From an optimization exercise on the open Yosys and OpenROAD flow, aimed at small area and a short achievable clock period; shortcuts taken in it are not production practice. Only simulation tests tie the RTL to the original design; equivalence was not proved. No activity file was given, so power comes from the tool's default toggle rates.

// cpu
module cpu(PC, INSTRUCTION, CLK, RESET);
    input  [31:0] INSTRUCTION;
    input         CLK, RESET;
    output [31:0] PC;
    wire       vld = (INSTRUCTION[31:28] == 4'd0);
    wire [3:0] o   = INSTRUCTION[27:24];
    wire [7:0] off = INSTRUCTION[23:16];
    wire [2:0] rd  = INSTRUCTION[18:16];
    wire [2:0] rt  = INSTRUCTION[10:8];
    wire [2:0] rs  = INSTRUCTION[2:0];
    wire [7:0] imm = INSTRUCTION[7:0];
    reg [7:0] r0, r1, r2, r3, r4, r5, r6, r7;    
    reg [7:0] e_a, e_b;                          
    reg [3:0] e_o;                               
    reg [2:0] e_rd;                              
    reg       e_we, e_br;                        
    reg       e_eq;                              
    reg [7:0] p_l;                               
    reg [21:0] p_u;                              
    reg [7:0] p_t;                               
    reg       p_c, p_s;                          
    wire [7:0] res;
    wire       take;
    alu u_alu(.o(e_o), .a(e_a), .b(e_b), .br(e_br), .eq(e_eq), .res(res), .take(take));
    wire [7:0] wen;
    wdec u_wdec(.we(e_we), .rd(e_rd), .rst(RESET), .wen(wen));
    wire [7:0] wd = res & {8{~RESET}};
    always @(posedge CLK) begin
        if (wen[0]) r0 <= wd;
        if (wen[1]) r1 <= wd;
        if (wen[2]) r2 <= wd;
        if (wen[3]) r3 <= wd;
        if (wen[4]) r4 <= wd;
        if (wen[5]) r5 <= wd;
        if (wen[6]) r6 <= wd;
        if (wen[7]) r7 <= wd;
    end
    wire [29:0] pc;
    pcout u_pc(.l(p_l), .u(p_u), .t(p_t), .c(p_c), .s(p_s), .take(take), .pc(pc));
    assign PC = {pc, 2'b00};
    wire [8:0] tsum = {1'b0, pc[7:0]} + {1'b0, off} + 9'd1;
    always @(posedge CLK) begin
        p_l <= pc[7:0] | {8{RESET}};
        p_u <= pc[29:8] | {22{RESET}};
        p_t <= tsum[7:0];
        p_c <= tsum[8];
        p_s <= off[7];
    end
    wire [7:0] q1, q2;
    rdmux rm1(.s(rt), .i0(r0), .i1(r1), .i2(r2), .i3(r3), .i4(r4), .i5(r5), .i6(r6), .i7(r7), .o(q1));
    rdmux rm2(.s(rs), .i0(r0), .i1(r1), .i2(r2), .i3(r3), .i4(r4), .i5(r5), .i6(r6), .i7(r7), .o(q2));
    wire f1 = e_we & (e_rd == rt);
    wire f2 = e_we & (e_rd == rs);
    wire [7:0] d1 = f1 ? res : q1;
    wire [7:0] d2 = f2 ? res : q2;
    wire we, br, use_imm;
  ...
For scale: ~66 I/O pins.
export LEC_CHECK = 0
export ABC_AREA = 1
export CAP_MARGIN = 20
export CORE_MARGIN = 2
export CORE_UTILIZATION = 40
export SETUP_SLACK_MARGIN = 4.5
export SLEW_MARGIN = 20
create_clock -name core_clock -period 11.0 [get_ports {CLK}]
standard.sh (not shown) runs the stock make flow with config.mk's settings and CLKGATE_MAP_FILE= SYNTH_SCRIPT=/design/flow/synth_recipe.tcl, a recipe that flattens the netlist after the stock synthesis.
==> flow/flow/run.sh <==
#!/bin/bash
# Standard ORFS layout (the standard.sh) with: plain buf_1 port buffers,
# a lighter clock tree (clkbuf_8, no dummy loads), and a tighter setup repair target.
export BUFFER_PORTS_ARGS="-buffer_cell sky130_fd_sc_hd__buf_1"
export CTS_ARGS="-sink_clustering_enable -repair_clock_nets -buf_list sky130_fd_sc_hd__clkbuf_8 -root_buf sky130_fd_sc_hd__clkbuf_8 -sink_clustering_size 20 -dont_use_dummy_load"
bash standard.sh SETUP_SLACK_MARGIN=6.5 TNS_END_PERCENT=0 finish > standard.log 2>&1
The starting point ran to the end with no violations.
Next try:
==> flow/flow/run.sh (replaced) <==
#!/bin/bash
# Standard ORFS layout (the standard.sh) with: plain buf_1 port buffers,
# a lighter clock tree (clkbuf_8, no dummy loads), and a tighter setup repair target.
export BUFFER_PORTS_ARGS="-buffer_cell sky130_fd_sc_hd__buf_1"
export CTS_ARGS="-sink_clustering_enable -repair_clock_nets -buf_list sky130_fd_sc_hd__clkbuf_8 -root_buf sky130_fd_sc_hd__clkbuf_8 -sink_clustering_size 30 -dont_use_dummy_load"
bash standard.sh SETUP_SLACK_MARGIN=6.5 CORE_UTILIZATION=65 PLACE_DENSITY=0.75 finish > standard.log 2>&1
Final cell count is lower by about 6%.
Clock power stays flat.
Routed wire length is lower by 2.3%.
Combinational power is higher by 4.0%.
Cell area is higher by about 0.8%.
Setup slack got worse by 0.11 ns.
Power is higher by about 2%.
Critical path depth is higher by 1.
Global-route usage is higher by 11 points.

[re-timing with driven ports]
How much do the figures lean on ideal ports? The routed layouts below were timed once more, with nothing changed but the port constraints. Step 1, drivers: a clkbuf_16 drives CLK and a buf_2 each remaining input, both assumed. Step 2 adds t to the input delays and takes it off the output delays; t is the mean of the earliest and latest rising clock arrival at the registers after step 1. Input paths then give back, and output paths get back, about the clock's delay inside the block. Three values: ideal, step 1, step 2; two values: the first two.
| run | t, ns | slack for setup (ns) | worst setup path after step 2 | clock arrival spread, ns | worst register clock-pin slew, ns |
|---|---|---|---|---|---|
| the first run | 0.477 | 6.548 / 6.509 / 6.387 | input to register | 0.052 / 0.052 | 0.09 / 0.09 |
| the second run | 0.472 | 6.433 / 6.393 / 6.320 | input to register | 0.032 / 0.032 | 0.08 / 0.08 |
After both steps setup and hold are still met in every run listed. For the first run, which loses most, drivers alone change the setup slack by -0.039 ns; drivers and shift together by -0.161 ns.
